From an optimization exercise on the open Yosys and OpenROAD flow, aimed at small area and a short achievable clock period; shortcuts taken in it are not production practice.
At most, simulation tests tie the RTL to the original design; equivalence was not proved.
Power figures rest on the tool's default switching activity, not on a simulated workload.

==> v28 <==
## ml_demodulator
module ml_demodulator(
    i_clk,
    i_reset,
    i_trig,
    i_y_hat,
    i_r,
    i_rd_rdy,
    o_rd_vld,
    o_llr,
    o_hard_bit
);
clock: 11.0 ns
lec_check: 0
abc_clock_period_in_ps: 3000
cap_margin: 20
core_margin: 2
core_utilization: 40
setup_slack_margin: 5
slew_margin: 20
standard.sh (not shown) runs the stock make flow with config.mk's settings and CLKGATE_MAP_FILE= SYNTH_SCRIPT=/design/flow/synth_recipe.tcl, a recipe that flattens the netlist after the stock synthesis.
==> flow/flow/run.sh <==
#!/bin/bash
set -euo pipefail
cd "$(dirname "$0")/.."
bash standard.sh synth > flow_synth.log 2>&1
bash standard.sh SETUP_SLACK_MARGIN=7.5 finish > flow_layout.log 2>&1
==> v31: changes against v28 <==
--- a/flow/design.v
+++ b/flow/design.v
@@ -622,20 +622,14 @@
     input [159:0] i_y_hat;
     input [319:0] i_r;
     input i_rd_rdy;
     output o_rd_vld;
     output [7:0] o_llr;
     output o_hard_bit;
     reg [10:0] y4i, y4r, y3i, y3r, y2i, y2r, y1i, y1r;
-    always @(posedge i_clk) if (i_trig) begin
-        y4i <= i_y_hat[159:149]; y4r <= i_y_hat[139:129];
-        y3i <= i_y_hat[119:109]; y3r <= i_y_hat[ 99: 89];
-        y2i <= i_y_hat[ 79: 69]; y2r <= i_y_hat[ 59: 49];
-        y1i <= i_y_hat[ 39: 29]; y1r <= i_y_hat[ 19:  9];
-    end
     reg [10:0] ch [0:15];
     wire       ch_sh = (k_slot != 3'd0);
     integer ci;
     always @(posedge i_clk) begin
         if (i_trig) begin
         ch[0] <= i_r[319:309];    
         ch[1] <= i_r[279:269];    
@@ -758,33 +752,115 @@
     wire [10:0] cx3 = {{3{cx[10]}}, cx[10:3]};
     wire [10:0] cx4 = {{4{cx[10]}}, cx[10:4]};
     wire [10:0] cpos = cx1 + cx3 + cx4;
     wire [1:0]  ccor = {1'b0, ~cx[0]} + {1'b0, ~|cx[2:0]} + {1'b0, ~|cx[3:0]};
     wire        cmin = (cx == 11'h400);
     wire [10:0] cneg = cmin ? cpos : (~cx1 + ~cx3 + ~cx4 + {9'd0, ccor});
     wire [1:0]  cc = {1'b0, cx[0]} + {1'b0, |cx[2:0]} + {1'b0, |cx[3:0]};
-    reg [10:0] dP, dN, f1rP, f1iP, f2rP, f2iP, f3rP, f3iP;
+    reg [10:0] dP, dN, f1rP, f1iP;
+    wire [10:0] f2rP = y4r, f2iP = y4i, f3rP = y3r, f3iP = y3i;
     reg [1:0]  f1rC, f1iC, f2rC, f2iC, f3rC, f3iC;
     reg        f1rM, f1iM, f2rM, f2iM, f3rM, f3iM;
     always @(posedge i_clk) begin
         case (k_slot)
             3'd1: begin dP <= cpos; dN <= cneg; end
             3'd2: begin f1rP <= cpos; f1rC <= cc; f1rM <= cmin; end
             3'd3: begin f1iP <= cpos; f1iC <= cc; f1iM <= cmin; end
-            3'd4: begin f2rP <= cpos; f2rC <= cc; f2rM <= cmin; end
-            3'd5: begin f2iP <= cpos; f2iC <= cc; f2iM <= cmin; end
-            3'd6: begin f3rP <= cpos; f3rC <= cc; f3rM <= cmin; end
-            3'd7: begin f3iP <= cpos; f3iC <= cc; f3iM <= cmin; end
+            3'd4: begin f2rC <= cc; f2rM <= cmin; end
+            3'd5: begin f2iC <= cc; f2iM <= cmin; end
+            3'd6: begin f3rC <= cc; f3rM <= cmin; end
+            3'd7: begin f3iC <= cc; f3iM <= cmin; end
             default: ;
         endcase
     end
-    wire [1:0] n_lay = cw_next[29:28];
-    wire [1:0] n_j = cw_next[27:26];
-    wire [0:0] n_lane = cw_next[25:25];
-    wire [0:0] n_part = cw_next[24:24];
+    always @(posedge i_clk) begin
+        if (i_trig) begin
+            y4i <= i_y_hat[159:149]; y4r <= i_y_hat[139:129];
+            y3i <= i_y_hat[119:109]; y3r <= i_y_hat[ 99: 89];
+            y2i <= i_y_hat[ 79: 69]; y2r <= i_y_hat[ 59: 49];
+            y1i <= i_y_hat[ 39: 29]; y1r <= i_y_hat[ 19:  9];
+        end else begin
+            if (k_slot == 3'd4) y4r <= cpos;
+            if (k_slot == 3'd5) y4i <= cpos;
+            if (k_slot == 3'd6) y3r <= cpos;
+            if (k_slot == 3'd7) y3i <= cpos;
+        end
+    end
+    reg [5:0] tf2_next, tf2;
+    always @(*) begin
+        tf2_next = 6'h2;
+        if (busy) begin
+            case (cyc)
+                6'd0: tf2_next = 6'h1;
+                6'd1: tf2_next = 6'h3;
+                6'd2: tf2_next = 6'h0;
+                6'd3: tf2_next = 6'h10;
+                6'd4: tf2_next = 6'h12;
+                6'd5: tf2_next = 6'h11;
+                6'd6: tf2_next = 6'h13;
+                6'd7: tf2_next = 6'h14;
+                6'd8: tf2_next = 6'h16;
+                6'd9: tf2_next = 6'h15;
+                6'd10: tf2_next = 6'h17;
+                6'd11: tf2_next = 6'h0;
+                6'd12: tf2_next = 6'h0;
+                6'd13: tf2_next = 6'h0;
+                6'd14: tf2_next = 6'h0;
+                6'd15: tf2_next = 6'h0;
+                6'd16: tf2_next = 6'h0;
+                6'd17: tf2_next = 6'h0;
+                6'd18: tf2_next = 6'h20;
+                6'd19: tf2_next = 6'h22;
+                6'd20: tf2_next = 6'h21;
+                6'd21: tf2_next = 6'h23;
+                6'd22: tf2_next = 6'h24;
+                6'd23: tf2_next = 6'h26;
+                6'd24: tf2_next = 6'h25;
+                6'd25: tf2_next = 6'h27;
+                6'd26: tf2_next = 6'h28;
+                6'd27: tf2_next = 6'h2a;
+                6'd28: tf2_next = 6'h29;
+                6'd29: tf2_next = 6'h2b;
+                6'd30: tf2_next = 6'h0;
+                6'd31: tf2_next = 6'h0;
+                6'd32: tf2_next = 6'h0;
+                6'd33: tf2_next = 6'h0;
+                6'd34: tf2_next = 6'h0;
+                6'd35: tf2_next = 6'h0;
+                6'd36: tf2_next = 6'h0;
+                6'd37: tf2_next = 6'h30;
+                6'd38: tf2_next = 6'h32;
+                6'd39: tf2_next = 6'h31;
+                6'd40: tf2_next = 6'h33;
+                6'd41: tf2_next = 6'h34;
+                6'd42: tf2_next = 6'h36;
+                6'd43: tf2_next = 6'h35;
+                6'd44: tf2_next = 6'h37;
+                6'd45: tf2_next = 6'h38;
+                6'd46: tf2_next = 6'h3a;
+                6'd47: tf2_next = 6'h39;
+                6'd48: tf2_next = 6'h3b;
+                6'd49: tf2_next = 6'h0;
+                6'd50: tf2_next = 6'h0;
+                6'd51: tf2_next = 6'h0;
+                6'd52: tf2_next = 6'h0;
+                6'd53: tf2_next = 6'h0;
+                6'd54: tf2_next = 6'h0;
+                6'd55: tf2_next = 6'h0;
+                6'd56: tf2_next = 6'h0;
+                6'd57: tf2_next = 6'h2;
+                default: tf2_next = 6'h2;
+            endcase
+        end
+    end
+    always @(posedge i_clk) tf2 <= tf2_next;
+    wire [1:0] n_lay = tf2[5:4];
+    wire [1:0] n_j = tf2[3:2];
+    wire       n_lane = tf2[1];
+    wire       n_part = tf2[0];
     wire [5:0] s_n, s_p;
     wire [5:0] ns = (n_lay == 2'd1) ? {4'd0, n_lane, n_j[0]} : (n_lane ? s_p : s_n);
     function automatic [4:0] term;    
         input g, sub, s, m;
         input [1:0] c;
         reg se;
         begin
@@ -855,40 +931,42 @@
         .clk(i_clk), .bwe(cwp[19] & k_lane), .rb(cwp[18]), .sen(cwp[17]), .sk(cwp[16:15]), .sp(cwp[14:13]), .eo(cwp[12:0]),
         .t_s(trt_s15), .t_c(trt_c15), .dpos(dP), .dneg(dN),
         .sel_j(n_j), .s_out(s_p), .p1(p1_p), .s1(s1_p));
     wire        fin  = busy & k_fin;
     wire        win  = (p1_n < p1_p);
     wire [7:0]  w_m  = win ? p1_n[8:1] : p1_p[8:1];
     wire [7:0]  w_s  = win ? s1_n : s1_p;
-    reg  [7:0]  q_m [0:15];
-    reg  [7:0]  q_sb [0:15];
-    reg  [3:0]  wp, rp;
-    reg  [4:0]  cnt;
+    reg  [7:0]  q_m [0:14];
+    reg  [7:0]  q_sb [0:14];
+    reg  [3:0]  wp, rp, cnt;
     reg  [2:0]  oi;
-    reg         vld;
+    reg         vld, pnd;
     reg  [7:0]  llr;
-    always @(posedge i_clk) if (fin) begin
+    wire        full = (cnt == 4'd15);
+    wire        wr   = (fin | pnd) & ~full;
+    always @(posedge i_clk) if (wr) begin
         q_m[wp]  <= w_m;
         q_sb[wp] <= w_s;
     end
     wire [7:0] h_m  = q_m[rp];
     wire [7:0] h_s  = q_sb[rp];
     wire       h_b  = h_s[~oi];
     wire [7:0] h_l  = h_b ? (h_m - 8'h7f) : (8'h7f - h_m);
     wire       free = ~vld | i_rd_rdy;
-    wire       avail = (cnt != 5'd0);
+    wire       avail = (cnt != 4'd0);
     wire       pop  = free & avail;
     wire       done = pop & (oi == 3'd7);
     always @(posedge i_clk or posedge i_reset) begin
         if (i_reset) begin
-            wp <= 4'd0; rp <= 4'd0; cnt <= 5'd0; oi <= 3'd0; vld <= 1'b0;
+            wp <= 4'd0; rp <= 4'd0; cnt <= 4'd0; oi <= 3'd0; vld <= 1'b0; pnd <= 1'b0;
         end else begin
-            if (fin) wp <= wp + 4'd1;
-            if (done) rp <= rp + 4'd1;
-            cnt <= cnt + {4'd0, fin} - {4'd0, done};
+            if (wr) wp <= (wp == 4'd14) ? 4'd0 : wp + 4'd1;
+            if (done) rp <= (rp == 4'd14) ? 4'd0 : rp + 4'd1;
+            cnt <= cnt + {3'd0, wr} - {3'd0, done};
+            pnd <= (fin | pnd) & full;
             if (pop) oi <= oi + 3'd1;
             if (free) vld <= avail;
         end
     end
     always @(posedge i_clk) if (pop) llr <= h_l;
     assign o_rd_vld   = vld;
     assign o_llr      = llr;
==> comparison <==
Between v28 and v31, the lower final cell count is in v31 (gap 2.4%, measured against v31).
Of v28 and v31, v28 has the higher sequential cell count (gap 53).
Non-clock buffer count: v31 is lower than v28 (28).
Of v28 and v31, v28 has the higher critical path depth (gap 1).
Function was not checked in any run of this note: the RTL went through the layout flow alone.

* * *

==> build 89 <==
ml_demodulator, a different RTL version from the one above (not shown whole).
==> flow/config.mk <==
export PLATFORM = sky130hd
export DESIGN_NAME = ml_demodulator
export DESIGN_NICKNAME = ml_demodulator
export VERILOG_FILES = /design/flow/design.v
export SDC_FILE = /design/flow/constraint.sdc
export NUM_CORES = 8
export LEC_CHECK = 0
export CAP_MARGIN = 20
export CORE_MARGIN = 2
export CORE_UTILIZATION = 60
export PLACE_DENSITY = 0.7
export SETUP_SLACK_MARGIN = 5
export SLEW_MARGIN = 20
==> flow/constraint.sdc <==
create_clock -name core_clock -period 11.0 [get_ports {i_clk}]
set_input_delay 2.2000 -clock core_clock [delete_from_list [all_inputs] [get_ports {i_clk}]]
set_output_delay 2.2000 -clock core_clock [all_outputs]
set_load 0.01 [all_outputs]
==> flow/flow/run.sh <==
#!/bin/bash
set -euo pipefail
cd "$(dirname "$0")/.."
bash standard.sh synth > flow_synth.log 2>&1
bash standard.sh SETUP_SLACK_MARGIN=7.0 \
  'CTS_ARGS=-sink_clustering_enable -repair_clock_nets -dont_use_dummy_load' \
  finish > flow_layout.log 2>&1
==> trial 30: changes against build 89 <==
--- a/flow/config.mk
+++ b/flow/config.mk
@@ -10,2 +10,3 @@
 export CORE_UTILIZATION = 60
+export GPL_ROUTABILITY_DRIVEN = 0
 export PLACE_DENSITY = 0.7
==> trial 90: changes against build 89 <==
==> flow/flow/run.sh (replaced) <==
#!/bin/bash
set -euo pipefail
cd "$(dirname "$0")/.."
bash standard.sh synth > flow_synth.log 2>&1
bash standard.sh SETUP_SLACK_MARGIN=6.9 \
  'CTS_ARGS=-sink_clustering_enable -repair_clock_nets -dont_use_dummy_load -sink_clustering_size 20 -sink_clustering_max_diameter 120' \
  finish > flow_layout.log 2>&1
==> summary.txt <==
Total power, highest first: build 89, trial 30, trial 90. The highest cell count belongs to build 89, the lowest to trial 90. Trial 90 produced a clean layout. Trial 30 passed the timing, DRC and antenna checks. Build 89 went through all stages and came out clean. Against trial 90, the via count of build 89 is higher by 1.2%. The lowest cell area belongs to trial 90, the highest to trial 30.
==> figures <==
|  | trial 30 | build 89 | trial 90 |
|---|---|---|---|
| Met3 track utilization from global routing | 3.72% | 4.58% | 3.38% |
| Proportion of layout cells with a drive suffix above 1 | 16.9% | 17.1% | 15.9% |
| Average wire per standard cell | 23.7 µm | 24.0 µm | 23.8 µm |
| Post-layout net count | 6992 | 7010 | 6932 |
| Post-layout minimum cycle time | 4.02 ns | 4.00 ns | 4.12 ns |
| Post CTS Setup Buffer Count | 84 | 77 | 48 |
| Run status | no timing/DRC/antenna violations | no timing/DRC/antenna violations | no timing/DRC/antenna violations |
| Final period utilization | 36.5% | 36.3% | 37.5% |
| Overall fraction of global-route tracks in use | 31.0% | 31.4% | 30.9% |
| Stage delay of the slowest cell on the critical path | 0.47 ns | 0.50 ns | 0.50 ns |

* * *

==> build 42: inputs <==
ml_demodulator, a different RTL version from the one above (not shown whole).
Settings: LEC_CHECK=0, ABC_CLOCK_PERIOD_IN_PS=3000, CAP_MARGIN=20, CORE_MARGIN=2, CORE_UTILIZATION=40, SETUP_SLACK_MARGIN=5, SLEW_MARGIN=20; clock period 11.0 ns.
==> flow/flow/run.sh <==
#!/bin/bash
set -euo pipefail
cd "$(dirname "$0")/.."
bash standard.sh synth > flow_synth.log 2>&1
bash standard.sh SETUP_SLACK_MARGIN=7.5 finish > flow_layout.log 2>&1
==> trial 60 (differences from build 42) <==
--- a/flow/design.v
+++ b/flow/design.v
@@ -116,25 +116,16 @@
             2'd0: begin s_temp[0] <= o1; s_temp[1] <= o1; end
             2'd1: begin s_temp[2] <= o1; s_temp[3] <= o1; end
             2'd2: begin s_temp[0] <= o1; s_temp[2] <= o2; end
             default: begin s_temp[1] <= o1; s_temp[3] <= o2; end
         endcase
     end
-    wire        mIT = e_it;
-    wire        mCB = e_cb;
-    wire        mrg = e_mrg;
-    wire [10:0] mC = mIT ? min_PED_temp : min_PED_3rd;
-    wire [10:0] mT = mCB ? min_PED_temp : min_PED_temp2;
-    wire [10:0] k0 = mrg ? min_PED_1st : s_temp[0];
-    wire [10:0] k1 = mrg ? min_PED_2nd : s_temp[1];
-    wire [10:0] k2 = mrg ? mC : s_temp[2];
-    wire [10:0] k3 = mrg ? mT : s_temp[3];
-    wire lt01 = k0 < k1, lt02 = k0 < k2, lt03 = k0 < k3;
-    wire lt12 = k1 < k2, lt13 = k1 < k3, lt23 = k2 < k3;
-    wire eq01 = k0 == k1, eq02 = k0 == k2, eq03 = k0 == k3;
-    wire eq12 = k1 == k2, eq13 = k1 == k3, eq23 = k2 == k3;
+    wire lt01 = s_temp[0] < s_temp[1], lt02 = s_temp[0] < s_temp[2], lt03 = s_temp[0] < s_temp[3];
+    wire lt12 = s_temp[1] < s_temp[2], lt13 = s_temp[1] < s_temp[3], lt23 = s_temp[2] < s_temp[3];
+    wire eq01 = s_temp[0] == s_temp[1], eq02 = s_temp[0] == s_temp[2], eq03 = s_temp[0] == s_temp[3];
+    wire eq12 = s_temp[1] == s_temp[2], eq13 = s_temp[1] == s_temp[3], eq23 = s_temp[2] == s_temp[3];
     wire lt10 = ~lt01 & ~eq01, lt20 = ~lt02 & ~eq02, lt30 = ~lt03 & ~eq03;
     wire lt21 = ~lt12 & ~eq12, lt31 = ~lt13 & ~eq13, lt32 = ~lt23 & ~eq23;
     reg [1:0] C1_1st, C1_3rd, C1_temp;
     always @(*) begin
         C1_1st = 2'd0; C1_3rd = 2'd0; C1_temp = 2'd0;
         if(lt01 && lt02 && lt03)
@@ -556,18 +547,25 @@
     wire [10:0] vM  = s_temp[iM];
     wire [10:0] vX2 = s_temp[iX2];
     wire [10:0] vX3 = s_temp[iX3];
     wire [4:0]  nM  = f32 ? {par[4:3], iM,  par[0]} : {iM,  par[2:1], par[0]};
     wire [4:0]  nX2 = f32 ? {par[4:3], iX2, par[0]} : {iX2, par[2:1], par[0]};
     wire [4:0]  nX3 = {par[4:3], iX3, par[0]};
+    wire        mIT = e_it;
+    wire        mCB = e_cb;
+    wire [10:0] mA = min_PED_1st, mB = min_PED_2nd;
+    wire [10:0] mC = mIT ? min_PED_temp : min_PED_3rd;
+    wire [10:0] mT = mCB ? min_PED_temp : min_PED_temp2;
     wire [4:0]  mS = mCB ? {dt_h, dt_0} : {dt2_h, dt2_0};
-    wire gAB = lt10, gAC = lt20, gBA = lt01, gBC = lt21, gCA = lt02, gCB = lt12;
+    wire gAB = mB < mA, gAC = mC < mA, gBC = mC < mB;
+    wire eAB = mA == mB, eAC = mA == mC, eBC = mB == mC;
+    wire gBA = ~gAB & ~eAB, gCA = ~gAC & ~eAC, gCB = ~gBC & ~eBC;
     wire amax = gAB & gAC, bmax = gBA & gBC, cmax = gCA & gCB;
-    wire repA = amax & lt30;
-    wire repB = ~amax & bmax & lt31;
-    wire repC = ~amax & ~bmax & cmax & lt32;
+    wire repA = amax & (mT < mA);
+    wire repB = ~amax & bmax & (mT < mB);
+    wire repC = ~amax & ~bmax & cmax & (mT < mC);
     wire c31a = gAB & gCB;            
     wire c31b = ~c31a & gAC & gBC;    
     wire mg   = e_mrg & ~e_c31;
     wire rA   = mg & repA, rB = mg & repB, rC3 = mg & repC & ~mIT, rCT = mg & repC & mIT;
     wire c3a  = e_c31 & c31a, c3b = e_c31 & c31b;
     wire p1m  = e_l4 | e_c1 | e_c3 | e_d1;
@@ -624,36 +622,12 @@
     input i_rd_rdy;
     output o_rd_vld;
     output [7:0] o_llr;
     output o_hard_bit;
     reg [10:0] y4i, y4r, y3i, y3r, y2i, y2r, y1i, y1r;
     reg [10:0] ch [0:15];
-    wire       ch_sh = (k_slot != 3'd0);
-    integer ci;
-    always @(posedge i_clk) begin
-        if (i_trig) begin
-        ch[0] <= i_r[319:309];    
-        ch[1] <= i_r[279:269];    
-        ch[2] <= i_r[299:289];    
-        ch[3] <= i_r[179:169];    
-        ch[4] <= i_r[239:229];    
-        ch[5] <= i_r[259:249];    
-        ch[6] <= i_r[139:129];    
-        ch[7] <= i_r[159:149];    
-        ch[8] <= i_r[79:69];    
-        ch[9] <= i_r[39:29];    
-        ch[10] <= i_r[59:49];    
-        ch[11] <= i_r[199:189];    
-        ch[12] <= i_r[219:209];    
-        ch[13] <= i_r[99:89];    
-        ch[14] <= i_r[119:109];    
-        ch[15] <= i_r[19:9];    
-        end else if (ch_sh) begin
-            for (ci = 0; ci < 15; ci = ci + 1) ch[ci] <= ch[ci + 1];
-        end
-    end
     reg       busy;
     reg [5:0] cyc;
     always @(posedge i_clk or posedge i_reset) begin
         if (i_reset) begin
             busy <= 1'b0;
             cyc  <= 6'd0;
@@ -752,25 +726,52 @@
     wire [10:0] cx3 = {{3{cx[10]}}, cx[10:3]};
     wire [10:0] cx4 = {{4{cx[10]}}, cx[10:4]};
     wire [10:0] cpos = cx1 + cx3 + cx4;
     wire [1:0]  ccor = {1'b0, ~cx[0]} + {1'b0, ~|cx[2:0]} + {1'b0, ~|cx[3:0]};
     wire        cmin = (cx == 11'h400);
     wire [10:0] cneg = cmin ? cpos : (~cx1 + ~cx3 + ~cx4 + {9'd0, ccor});
-    reg [10:0] dP, dN, f1rP, f1rN, f1iP, f1iN, f3rP, f3rN, f3iP, f3iN;
+    reg [10:0] dP, dN, f1rP, f1rN, f1iP, f1iN;
+    wire [10:0] f3rP = ch[12], f3rN = ch[13], f3iP = ch[14], f3iN = ch[15];
     always @(posedge i_clk) begin
         case (k_slot)
             3'd1: begin dP   <= cpos; dN   <= cneg; end
             3'd2: begin f1rP <= cpos; f1rN <= cneg; end
             3'd3: begin f1iP <= cpos; f1iN <= cneg; end
-            3'd6: begin f3rP <= cpos; f3rN <= cneg; end
-            3'd7: begin f3iP <= cpos; f3iN <= cneg; end
             default: ;
         endcase
     end
+    wire       ch_sh = (k_slot != 3'd0);
+    wire       ch_tail = ch_sh & (cyc < 6'd6);
+    integer ci;
+    always @(posedge i_clk) begin
+        if (~busy) begin
+        ch[0] <= i_r[319:309];    
+        ch[1] <= i_r[279:269];    
+        ch[2] <= i_r[299:289];    
+        ch[3] <= i_r[179:169];    
+        ch[4] <= i_r[239:229];    
+        ch[5] <= i_r[259:249];    
+        ch[6] <= i_r[139:129];    
+        ch[7] <= i_r[159:149];    
+        ch[8] <= i_r[79:69];    
+        ch[9] <= i_r[39:29];    
+        ch[10] <= i_r[59:49];    
+        ch[11] <= i_r[199:189];    
+        ch[12] <= i_r[219:209];    
+        ch[13] <= i_r[99:89];    
+        ch[14] <= i_r[119:109];    
+        ch[15] <= i_r[19:9];    
+        end else begin
+            if (ch_sh) for (ci = 0; ci < 12; ci = ci + 1) ch[ci] <= ch[ci + 1];
+            if (k_slot == 3'd6) begin ch[12] <= cpos; ch[13] <= cneg; end
+            else if (k_slot == 3'd7) begin ch[14] <= cpos; ch[15] <= cneg; end
+            else if (ch_tail) for (ci = 12; ci < 15; ci = ci + 1) ch[ci] <= ch[ci + 1];
+        end
+    end
     always @(posedge i_clk) begin
-        if (i_trig) begin
+        if (~busy) begin
             y4i <= i_y_hat[159:149]; y4r <= i_y_hat[139:129];
             y3i <= i_y_hat[119:109]; y3r <= i_y_hat[ 99: 89];
             y2i <= i_y_hat[ 79: 69]; y2r <= i_y_hat[ 59: 49];
             y1i <= i_y_hat[ 39: 29]; y1r <= i_y_hat[ 19:  9];
         end else begin
             if (k_slot == 3'd4) begin y4r <= cpos; y3r <= cneg; end
==> flow/flow/run.sh (replaced) <==
#!/bin/bash
set -euo pipefail
cd "$(dirname "$0")/.."
bash standard.sh synth > flow_synth.log 2>&1
bash standard.sh SETUP_SLACK_MARGIN=7.2 \
  'CTS_ARGS=-sink_clustering_enable -repair_clock_nets -dont_use_dummy_load' \
  finish > flow_layout.log 2>&1
Settings changed: ABC_CLOCK_PERIOD_IN_PS 3000 to default, CORE_UTILIZATION 40 to 60, PLACE_DENSITY from default to 0.7.
==> build 36 (differences from build 42) <==
--- a/flow/design.v
+++ b/flow/design.v
@@ -116,25 +116,16 @@
             2'd0: begin s_temp[0] <= o1; s_temp[1] <= o1; end
             2'd1: begin s_temp[2] <= o1; s_temp[3] <= o1; end
             2'd2: begin s_temp[0] <= o1; s_temp[2] <= o2; end
             default: begin s_temp[1] <= o1; s_temp[3] <= o2; end
         endcase
     end
-    wire        mIT = e_it;
-    wire        mCB = e_cb;
-    wire        mrg = e_mrg;
-    wire [10:0] mC = mIT ? min_PED_temp : min_PED_3rd;
-    wire [10:0] mT = mCB ? min_PED_temp : min_PED_temp2;
-    wire [10:0] k0 = mrg ? min_PED_1st : s_temp[0];
-    wire [10:0] k1 = mrg ? min_PED_2nd : s_temp[1];
-    wire [10:0] k2 = mrg ? mC : s_temp[2];
-    wire [10:0] k3 = mrg ? mT : s_temp[3];
-    wire lt01 = k0 < k1, lt02 = k0 < k2, lt03 = k0 < k3;
-    wire lt12 = k1 < k2, lt13 = k1 < k3, lt23 = k2 < k3;
-    wire eq01 = k0 == k1, eq02 = k0 == k2, eq03 = k0 == k3;
-    wire eq12 = k1 == k2, eq13 = k1 == k3, eq23 = k2 == k3;
+    wire lt01 = s_temp[0] < s_temp[1], lt02 = s_temp[0] < s_temp[2], lt03 = s_temp[0] < s_temp[3];
+    wire lt12 = s_temp[1] < s_temp[2], lt13 = s_temp[1] < s_temp[3], lt23 = s_temp[2] < s_temp[3];
+    wire eq01 = s_temp[0] == s_temp[1], eq02 = s_temp[0] == s_temp[2], eq03 = s_temp[0] == s_temp[3];
+    wire eq12 = s_temp[1] == s_temp[2], eq13 = s_temp[1] == s_temp[3], eq23 = s_temp[2] == s_temp[3];
     wire lt10 = ~lt01 & ~eq01, lt20 = ~lt02 & ~eq02, lt30 = ~lt03 & ~eq03;
     wire lt21 = ~lt12 & ~eq12, lt31 = ~lt13 & ~eq13, lt32 = ~lt23 & ~eq23;
     reg [1:0] C1_1st, C1_3rd, C1_temp;
     always @(*) begin
         C1_1st = 2'd0; C1_3rd = 2'd0; C1_temp = 2'd0;
         if(lt01 && lt02 && lt03)
@@ -556,18 +547,25 @@
     wire [10:0] vM  = s_temp[iM];
     wire [10:0] vX2 = s_temp[iX2];
     wire [10:0] vX3 = s_temp[iX3];
     wire [4:0]  nM  = f32 ? {par[4:3], iM,  par[0]} : {iM,  par[2:1], par[0]};
     wire [4:0]  nX2 = f32 ? {par[4:3], iX2, par[0]} : {iX2, par[2:1], par[0]};
     wire [4:0]  nX3 = {par[4:3], iX3, par[0]};
+    wire        mIT = e_it;
+    wire        mCB = e_cb;
+    wire [10:0] mA = min_PED_1st, mB = min_PED_2nd;
+    wire [10:0] mC = mIT ? min_PED_temp : min_PED_3rd;
+    wire [10:0] mT = mCB ? min_PED_temp : min_PED_temp2;
     wire [4:0]  mS = mCB ? {dt_h, dt_0} : {dt2_h, dt2_0};
-    wire gAB = lt10, gAC = lt20, gBA = lt01, gBC = lt21, gCA = lt02, gCB = lt12;
+    wire gAB = mB < mA, gAC = mC < mA, gBC = mC < mB;
+    wire eAB = mA == mB, eAC = mA == mC, eBC = mB == mC;
+    wire gBA = ~gAB & ~eAB, gCA = ~gAC & ~eAC, gCB = ~gBC & ~eBC;
     wire amax = gAB & gAC, bmax = gBA & gBC, cmax = gCA & gCB;
-    wire repA = amax & lt30;
-    wire repB = ~amax & bmax & lt31;
-    wire repC = ~amax & ~bmax & cmax & lt32;
+    wire repA = amax & (mT < mA);
+    wire repB = ~amax & bmax & (mT < mB);
+    wire repC = ~amax & ~bmax & cmax & (mT < mC);
     wire c31a = gAB & gCB;            
     wire c31b = ~c31a & gAC & gBC;    
     wire mg   = e_mrg & ~e_c31;
     wire rA   = mg & repA, rB = mg & repB, rC3 = mg & repC & ~mIT, rCT = mg & repC & mIT;
     wire c3a  = e_c31 & c31a, c3b = e_c31 & c31b;
     wire p1m  = e_l4 | e_c1 | e_c3 | e_d1;
@@ -627,13 +625,13 @@
     output o_hard_bit;
     reg [10:0] y4i, y4r, y3i, y3r, y2i, y2r, y1i, y1r;
     reg [10:0] ch [0:15];
     wire       ch_sh = (k_slot != 3'd0);
     integer ci;
     always @(posedge i_clk) begin
-        if (i_trig) begin
+        if (~busy) begin
         ch[0] <= i_r[319:309];    
         ch[1] <= i_r[279:269];    
         ch[2] <= i_r[299:289];    
         ch[3] <= i_r[179:169];    
         ch[4] <= i_r[239:229];    
         ch[5] <= i_r[259:249];    
@@ -764,13 +762,13 @@
             3'd6: begin f3rP <= cpos; f3rN <= cneg; end
             3'd7: begin f3iP <= cpos; f3iN <= cneg; end
             default: ;
         endcase
     end
     always @(posedge i_clk) begin
-        if (i_trig) begin
+        if (~busy) begin
             y4i <= i_y_hat[159:149]; y4r <= i_y_hat[139:129];
             y3i <= i_y_hat[119:109]; y3r <= i_y_hat[ 99: 89];
             y2i <= i_y_hat[ 79: 69]; y2r <= i_y_hat[ 59: 49];
             y1i <= i_y_hat[ 39: 29]; y1r <= i_y_hat[ 19:  9];
         end else begin
             if (k_slot == 3'd4) begin y4r <= cpos; y3r <= cneg; end
==> flow/flow/run.sh (replaced) <==
#!/bin/bash
set -euo pipefail
cd "$(dirname "$0")/.."
bash standard.sh synth > flow_synth.log 2>&1
bash standard.sh SETUP_SLACK_MARGIN=7.0 \
  'CTS_ARGS=-sink_clustering_enable -repair_clock_nets -dont_use_dummy_load' \
  finish > flow_layout.log 2>&1
==> impl_results.md <==
- Least-Margin Pin Slew: around 1.4 ns
- Met3 usage: 5.84%
- Final period utilization: ~41%
- Outcome: finished clean
- CP dominant cell by count: buf_12
- CP arrival: a little over 5 ns
- Routed wl met2: about 92000 um
- Fin cells: slightly below 8000
- Static Leak: approximately 31 nW
- Peak supply drop: ~0.20 mV
- Initial core utilization: between 40% and 50%
- XOR/XNOR share of the synthesized area: slightly below 2%
- Worst Path Required: 11.46 ns
Source of the figures above: build 42

==> impl_results.md <==
- Least-Margin Pin Slew: roughly 1.1 ns
- FFs w/ async S/R, synth: between 2 and 2.5%
- Final period utilization: 37.2%
- XOR/XNOR share of the synthesized area: between 1.5 and 2%
- Commonest cells in the netlist: edfxtp_1, inv_1, ha_1
- Gates resized, CTS repair: between 200 and 250
- Clock Skew: about 0.11 ns
- Met3 usage: 3.82%
- Crit path from: lane_p.s_temp[2][5]$_DFFE_PP_
- Static Leak: approximately 30 nW
- CP dominant cell by count: buf_6
- Setup crit start kind: flop
- TritonCTS clock tree: built
- Worst Path Required: 11.39 ns
- Outcome: finished clean
- Peak supply drop: 0.212 mV
- Initial core utilization: roughly two fifths
- Synth Area in Adders: between 15 and 20%
- Post-synth EDFFs: between 900 and 1000
- Fin cells: between 7000 and 8000
- CP arrival: around 4.5 ns
- Register Area: ~31000 sq um
Source of the figures above: build 36

==> impl_results.md <==
- CP arrival: 4.53 ns
- XOR/XNOR share of the synthesized area: between 1.5 and 2%
- DRT antenna net count: 0
- Inverters: between 500 and 600
- Synth Register Bits: roughly 1000
- Least-Margin Pin Slew: roughly 1.2 ns
- Peak supply drop: around 0.46 mV
- Met3 usage: between 4 and 5%
- Static Leak: 29.7 nW
- Final period utilization: 37.0%
- Fin cells: around 7300
- Routed wl met2: between 80000 and 90000 um
- Worst Path Required: between 10 and 15 ns
- Outcome: finished clean
Source of the figures above: trial 60

Only the layout flow was run in build 42 and trial 60; the RTL was not checked for function there.

## static timing again, ports no longer ideal
The flow's constraints put no driver on any port. The routed layouts listed below were extracted and timed again, unchanged, in two steps.
Step 1 assumes that a clkbuf_16 drives the clock port and a buf_2 every other input.
Step 2 moves the port delays by t, midway between the first and last clock arrival at a register: inputs arrive t later, outputs are due t later. That takes back most of the time a late clock gives input paths.
Slacks: no drivers / after step 1 / after step 2; pairs: no drivers / after step 1.
run	t (ns)	setup WS [ns]	worst setup path at the end	slew at the worst register clock pin (ns)
v28	0.818	5.251 / 5.251 / 5.251	register to register	0.07 / 0.07
v31	0.800	6.398 / 6.398 / 6.398	register to register	0.07 / 0.07
build 89	0.752	7.005 / 7.005 / 6.580	input to register	0.06 / 0.06
trial 30	0.752	6.982 / 6.982 / 6.500	input to register	0.06 / 0.06
trial 90	0.752	6.875 / 6.875 / 6.521	input to register	0.10 / 0.10
build 42	0.827	6.438 / 6.438 / 6.438	register to register	0.07 / 0.07
trial 60	0.760	6.925 / 6.925 / 6.731	input to register	0.06 / 0.06
build 36	0.775	6.906 / 6.906 / 6.605	input to register	0.06 / 0.06
After both steps setup and hold are still met in every run listed. The setup slack of trial 30, which loses most, moves by 0.000 ns with the drivers and by -0.482 ns with both steps.
